This is an optimization exercise on Yosys and OpenROAD, whose aim is small area, not a production implementation. The RTL was checked by simulation tests, not by an equivalence proof against the original design.

04-09:
## calc_top
module calc_top(
        input clk,               
        input rst,               
        input [4:0] keycode,     
        input newkey,            
        output [15:0] calcOut,   
        output [7:0] digit,      
        output [7:0] segment,    
        output NEG_LED,
        output OVW_LED
        );
clock: 12.0 ns
lec_check: 0
abc_area: 1
cap_margin: 20
core_margin: 2
core_utilization: 55
cts_buf_list: sky130_fd_sc_hd__clkbuf_8
gpl_timing_driven: 0
slew_margin: 20
synth_hierarchical: 1
standard.sh (not shown) runs the stock make flow with config.mk's settings and CLKGATE_MAP_FILE= SYNTH_SCRIPT=/design/flow/synth_recipe.tcl, a recipe that flattens the netlist after the stock synthesis.
==> flow/flow/run.sh <==
#!/bin/bash
# The standard synthesis (kept as std_synth.v for reference), the same
# synthesis without its final flatten (hier/), the combinational logic mapped
# again for area by flow/post.ys, a check that the registers are the standard
# synthesis's, then the standard layout from floorplan to finish.
set -euo pipefail
W=$(pwd)
P=$FLOW_PLATFORM
R=$W/orfs/results/$P/calc_top/base
H=$W/hier/results/$P/calc_top/base
LIB=$FLOW_HOME/platforms/$P/lib/sky130_fd_sc_hd__tt_025C_1v80.lib
bash standard.sh synth > $W/synth.log 2>&1
cp $R/1_2_yosys.v $W/std_synth.v
sed -e "s#WORK_HOME=[^ ]*#WORK_HOME=$W/hier#" -e "s#SYNTH_SCRIPT=[^ ]*#SYNTH_SCRIPT=$W/flow/hier_synth.tcl#" \
    -e '/^if \[\[/,$d' standard.sh > $W/hier.sh
bash $W/hier.sh $H/1_2_yosys.v > $W/hier_synth.log 2>&1
sed -e "s#@LIB@#$LIB#g" -e "s#@IN@#$H/1_2_yosys.v#" -e "s#@OUT@#$R/1_2_yosys.v#" -e "s#@W@#$W#" \
    -e "s#@CELLS@#$W/flow/cells.v#" flow/post.ys > $W/post_run.ys
yosys -s $W/post_run.ys > $W/post_yosys.log 2>&1
python3 flow/check_regs.py $W/std_synth.v $R/1_2_yosys.v > $W/check_regs.log 2>&1
bash standard.sh BUFFER_PORTS_ARGS="-buffer_cell sky130_fd_sc_hd__buf_1" finish > $W/layout.log 2>&1
Other scripts of this flow, unchanged in this note and not shown: flow/flow/cells.v, flow/flow/check_regs.py, flow/flow/hier_synth.tcl, flow/flow/post.ys
--- input diff 04-09..02-19 ---
--- a/flow/design.v
+++ b/flow/design.v
@@ -49,17 +49,18 @@
 endmodule
 module myCalc(
     input [16:0] X,
     input [16:0] Y,
     input [1:0] OP,
     input [4:0] keycode,
     input newkey,
+    input rst,
     output reg [16:0] nextX,
-    output loadY,
-    output clearY,
+    output [16:0] nextY,
+    output [1:0] nextOP,
     output OVW
     );
     wire sub = ~(OP[1] & OP[0]);
     wire b1 = Y[0] | OP[1];
     wire b2 = Y[1] & ~Y[0] & ~OP[1];
     wire b3 = Y[1] | OP[1];
     wire l4 = X[0] & b1;
@@ -637,37 +638,39 @@
     wire fa425_0, fa425_1;
     fa u425 (a405, a406, fa424_1, fa425_0, fa425_1);
     wire x426 = a407 ^ a408;
     wire x427 = x426 ^ fa425_1;
     wire [17:0] P = {x207, fa190_0, ha182_0, fa174_0, ha167_0, fa160_0, ha154_0, fa148_0, ha143_0, fa138_0, ha134_0, fa130_0, ha127_0, fa124_0, ha122_0, fa120_0, ha119_0, l4};    
     wire [17:0] S = {x372, ~fa357_0, xor2m348_0, ~fa341_0, xor2m333_0, ~fa327_0, xor2m320_0, ~fa315_0, xor2m309_0, ~fa305_0, xor2m300_0, ~fa297_0, xor2m293_0, ~fa291_0, xor2m288_0, ~d208, 1'b0, X[0]};    
     wire [17:0] A = {x427, fa425_0, fa424_0, fa423_0, fa422_0, fa421_0, fa420_0, fa419_0, fa418_0, fa417_0, fa416_0, fa415_0, fa414_0, fa413_0, fa412_0, fa411_0, fa410_0, fa409_0};    
-    wire k_digit = newkey & keycode[4];
-    wire k_op    = newkey & (keycode[4:2] == 3'b010);
-    wire k_ce    = newkey & (keycode == 5'b01100);
-    wire k_ca    = newkey & (keycode == 5'b00100);
-    wire k_eq    = newkey & (keycode == 5'b00011);
-    wire k_sqr   = newkey & (keycode == 5'b00001);
-    wire k_neg   = newkey & (keycode == 5'b00010);
+    wire key     = newkey & ~rst;
+    wire k_digit = key & keycode[4];
+    wire k_op    = key & (keycode[4:2] == 3'b010);
+    wire k_ce    = key & (keycode == 5'b01100);
+    wire k_ca    = key & (keycode == 5'b00100);
+    wire k_eq    = key & (keycode == 5'b00011);
+    wire k_sqr   = key & (keycode == 5'b00001);
+    wire k_neg   = key & (keycode == 5'b00010);
     wire op_mul = (OP == 2'b01);
     wire sel_shift = k_digit;
     wire sel_a = (k_eq & OP[1]) | (k_neg & ~OP[1]);
     wire sel_p = (k_eq & op_mul) | (k_neg & OP[1]);
     wire sel_s = k_sqr;
-    wire sel_x = ~(k_digit | k_op | k_ce | k_ca | k_sqr | k_neg | (k_eq & (OP != 2'b00)));
+    wire sel_x = ~(rst | k_digit | k_op | k_ce | k_ca | k_sqr | k_neg | (k_eq & (OP != 2'b00)));
     wire [16:0] shifted = {X[12:0], keycode[3:0]};
     wire [16:0] pick3_n, pick2_n;
     genvar b;
     generate for (b = 0; b < 17; b = b + 1) begin : pick
         ao222_n p3 (sel_shift, shifted[b], sel_a, A[b], sel_p, P[b], pick3_n[b]);
         ao22_n p2 (sel_s, S[b], sel_x, X[b], pick2_n[b]);
     end endgenerate
     always @* nextX = ~(pick3_n & pick2_n);
-    assign loadY = k_op;
-    assign clearY = k_ca;
+    wire hold_y = ~(rst | k_op | k_ca);
+    assign nextY = ({17{k_op}} & X) | ({17{hold_y}} & Y);
+    assign nextOP = ({2{k_op}} & keycode[1:0]) | ({2{hold_y}} & OP);
     assign OVW = (OP[1] & A[17]) | (op_mul & P[17]) | (k_sqr & S[17]);
 endmodule
 module fa(input a, input b, input c, output s, output co);
     assign s = a ^ b ^ c;
     assign co = (a & b) | (a & c) | (b & c);
 endmodule
 module ha(input a, input b, output s, output co);
@@ -709,36 +712,27 @@
         output NEG_LED,
         output OVW_LED
         );
     reg [16:0] X, Y;         
     reg [1:0] OP;            
     reg [9:0] count10;       
     reg [1:0] count2;        
-    wire [16:0] nextX;
-    wire loadY, clearY;
+    wire [16:0] nextX, nextY;
+    wire [1:0] nextOP;
     myCalc calculator (
         .X(X), .Y(Y), .OP(OP),
-        .keycode(keycode), .newkey(newkey),
-        .nextX(nextX), .loadY(loadY), .clearY(clearY),
+        .keycode(keycode), .newkey(newkey), .rst(rst),
+        .nextX(nextX), .nextY(nextY), .nextOP(nextOP),
         .OVW(OVW_LED)
         );
-    always @(posedge clk or posedge rst)
-        if (rst) X <= 17'b0;
-        else X <= nextX;
-    always @(posedge clk or posedge rst)
-        if (rst) begin
-            Y <= 17'b0;
-            OP <= 2'b0;
-        end else if (loadY) begin
-            Y <= X;
-            OP <= keycode[1:0];
-        end else if (clearY) begin
-            Y <= 17'b0;
-            OP <= 2'b0;
-        end
+    always @(posedge clk) begin
+        X <= nextX;
+        Y <= nextY;
+        OP <= nextOP;
+    end
     assign calcOut = X[15:0];
     assign NEG_LED = X[16];
     wire [9:0] next10;
     wire at_zero;
     DisplayInterface display (
         .value(X[15:0]), .count10(count10), .count2(count2),
         .next10(next10), .at_zero(at_zero),
[summary]
Re post-synth design cell area: 02-19 and 04-09 aren't equal, and the lower value belongs to 02-19. 04-09 -> 02-19: via count of the first global-routing pass decreased slightly. Re number of cells on the worst reg-to-reg path: 02-19 and 04-09 aren't equal, and the lower value belongs to 02-19. From 04-09 to 02-19 the numbers moved as follows: fmax was more or less identical, HPWL reported at the end of detailed placement did not really move, count of mapped cells out of synthesis +about 0.9%. Relative to 04-09, 02-19 improves wire length.

========
Setup of rev 12:
calc_top, a different RTL version from the one above (not shown whole).
Size in the first run: ~910 cells after synthesis, about 42 I/O pins, roughly 7100 µm² of cells after synthesis.
clock: 12.0 ns
lec_check: 0
abc_area: 1
cap_margin: 5
core_margin: 2
core_utilization: 55
cts_buf_list: sky130_fd_sc_hd__clkbuf_8
gpl_timing_driven: 0
slew_margin: 5
synth_hierarchical: 1
Scripts as last shown in full above: flow/flow/run.sh
Other scripts of this flow, unchanged in this note and not shown: flow/flow/cells.v, flow/flow/check_regs.py, flow/flow/hier_synth.tcl, flow/flow/post.ys
Rev 12 went all the way through the flow, and no timing, DRC or antenna check failed.
--- input diff rev 12..rev 13 ---
diff --git a/flow/design.v b/flow/design.v
--- a/flow/design.v
+++ b/flow/design.v
@@ -593,57 +593,43 @@
     wire fa399_0, fa399_1;
     fa u399 (a367, a368, fa398_1, fa399_0, fa399_1);
     wire fa400_0, fa400_1;
     fa u400 (a369, a370, fa399_1, fa400_0, fa400_1);
     wire fa401_0, fa401_1;
     fa u401 (a371, a372, fa400_1, fa401_0, fa401_1);
     wire fa402_0, fa402_1;
     fa u402 (a373, a374, fa401_1, fa402_0, fa402_1);
     wire fa403_0, fa403_1;
     fa u403 (a375, a376, fa402_1, fa403_0, fa403_1);
     wire fa404_0, fa404_1;
     fa u404 (a377, a378, fa403_1, fa404_0, fa404_1);
-    wire ha405_0, ha405_1;
-    ha u405 (a379, a380, ha405_0, ha405_1);
-    wire f406 = ha405_0 ^ fa404_1;
-    wire f407 = ha405_1 | (ha405_0 & fa404_1);
-    wire ha408_0, ha408_1;
-    ha u408 (a381, a382, ha408_0, ha408_1);
-    wire f409 = ha408_0 ^ f407;
-    wire f410 = ha408_1 | (ha408_0 & f407);
-    wire ha411_0, ha411_1;
-    ha u411 (a383, a384, ha411_0, ha411_1);
-    wire f412 = ha411_0 ^ f410;
-    wire f413 = ha411_1 | (ha411_0 & f410);
-    wire ha414_0, ha414_1;
-    ha u414 (a385, a386, ha414_0, ha414_1);
-    wire f415 = ha414_0 ^ f413;
-    wire f416 = ha414_1 | (ha414_0 & f413);
-    wire ha417_0, ha417_1;
-    ha u417 (a387, a388, ha417_0, ha417_1);
-    wire f418 = ha417_0 ^ f416;
-    wire f419 = ha417_1 | (ha417_0 & f416);
-    wire ha420_0, ha420_1;
-    ha u420 (a389, a390, ha420_0, ha420_1);
-    wire f421 = ha420_0 ^ f419;
-    wire f422 = ha420_1 | (ha420_0 & f419);
-    wire ha423_0, ha423_1;
-    ha u423 (a391, a392, ha423_0, ha423_1);
-    wire f424 = ha423_0 ^ f422;
-    wire f425 = ha423_1 | (ha423_0 & f422);
-    wire x426 = a393 ^ a394;
-    wire x427 = x426 ^ f425;
+    wire fa405_0, fa405_1;
+    fa u405 (a379, a380, fa404_1, fa405_0, fa405_1);
+    wire fa406_0, fa406_1;
+    fa u406 (a381, a382, fa405_1, fa406_0, fa406_1);
+    wire fa407_0, fa407_1;
+    fa u407 (a383, a384, fa406_1, fa407_0, fa407_1);
+    wire fa408_0, fa408_1;
+    fa u408 (a385, a386, fa407_1, fa408_0, fa408_1);
+    wire fa409_0, fa409_1;
+    fa u409 (a387, a388, fa408_1, fa409_0, fa409_1);
+    wire fa410_0, fa410_1;
+    fa u410 (a389, a390, fa409_1, fa410_0, fa410_1);
+    wire fa411_0, fa411_1;
+    fa u411 (a391, a392, fa410_1, fa411_0, fa411_1);
+    wire x412 = a393 ^ a394;
+    wire x413 = x412 ^ fa411_1;
     wire [17:0] P = {x207, fa190_0, ha182_0, fa174_0, ha167_0, fa160_0, ha154_0, fa148_0, ha143_0, fa138_0, ha134_0, fa130_0, ha127_0, fa124_0, ha122_0, fa120_0, ha119_0, l4};    
     wire [17:0] S = {x358, fa343_0, ha336_0, fa329_0, ha323_0, fa317_0, ha312_0, fa307_0, ha303_0, fa299_0, ha296_0, fa293_0, ha291_0, fa289_0, ha288_0, d208, 1'b0, X[0]};    
-    wire [17:0] A = {x427, f424, f421, f418, f415, f412, f409, f406, fa404_0, fa403_0, fa402_0, fa401_0, fa400_0, fa399_0, fa398_0, fa397_0, fa396_0, fa395_0};    
+    wire [17:0] A = {x413, fa411_0, fa410_0, fa409_0, fa408_0, fa407_0, fa406_0, fa405_0, fa404_0, fa403_0, fa402_0, fa401_0, fa400_0, fa399_0, fa398_0, fa397_0, fa396_0, fa395_0};    
     wire key     = newkey & ~rst;
     wire k_digit = key & keycode[4];
     wire k_op    = key & (keycode[4:2] == 3'b010);
     wire k_ce    = key & (keycode == 5'b01100);
     wire k_ca    = key & (keycode == 5'b00100);
     wire k_eq    = key & (keycode == 5'b00011);
     wire k_sqr   = key & (keycode == 5'b00001);
     wire k_neg   = key & (keycode == 5'b00010);
     wire op_mul = (OP == 2'b01);
     wire sel_shift = k_digit;
     wire sel_a = (k_eq & OP[1]) | (k_neg & ~OP[1]);
     wire sel_p = (k_eq & op_mul) | (k_neg & OP[1]);
### Flow results
Rev 12 → rev 13: register area flat; cell area went up about 0.5%; net count of the finished layout decreased by 11 relative to the old numbers; final weighted congestion in routability-driven placement comparable; area of the multi-input gates fell by 23 µm².
Looking at highest-delay cell along the critical path, the sky130_fd_sc_hd__dfxtp_2 result is from rev 13; the sky130_fd_sc_hd__dfxtp_1 one comes from rev 12.
Going from rev 12 to rev 13, critical path depth fell by 7.1%; number of core rows comparable; final design utilization up 0.31 points; met3 usage in global routing saw an increase.
Time the final worst path needs with I/O delays and setup on rev 13 is up relative to rev 12.
Lower cell count among rev 13 and rev 12: rev 13
On global-route usage, rev 13 tracks rev 12 almost exactly.

==> port drivers added, routing unchanged <==
In the flow no input, the clock included, has a driving cell. The finished layouts below were timed again as built, in two steps.
Step 1 assumes that a clkbuf_16 drives the clock port and a buf_2 every other input.
Step 2 times the ports against the registers' clock, not the clock port: input delays grow and output delays shrink by t, the midpoint of the rising clock arrivals with the driver on.
Slacks: no drivers / after step 1 / after step 2; pairs: no drivers / after step 1.
run	t, ns	setup slack, ns	hold slack, ns	latest minus earliest clock arrival (ns)	pins driven straight from the clock port
04-09	0.349	0.329 / 0.293 / 0.642	0.384 / 0.384 / 0.384	0.009 / 0.010	1
02-19	0.341	0.359 / 0.327 / 0.668	0.383 / 0.383 / 0.383	0.009 / 0.010	1
rev 12	0.346	0.662 / 0.627 / 0.973	0.386 / 0.386 / 0.386	0.021 / 0.021	1
rev 13	0.351	0.292 / 0.254 / 0.606	0.382 / 0.382 / 0.382	0.010 / 0.011	1
After both steps setup and hold are still met in every run listed.
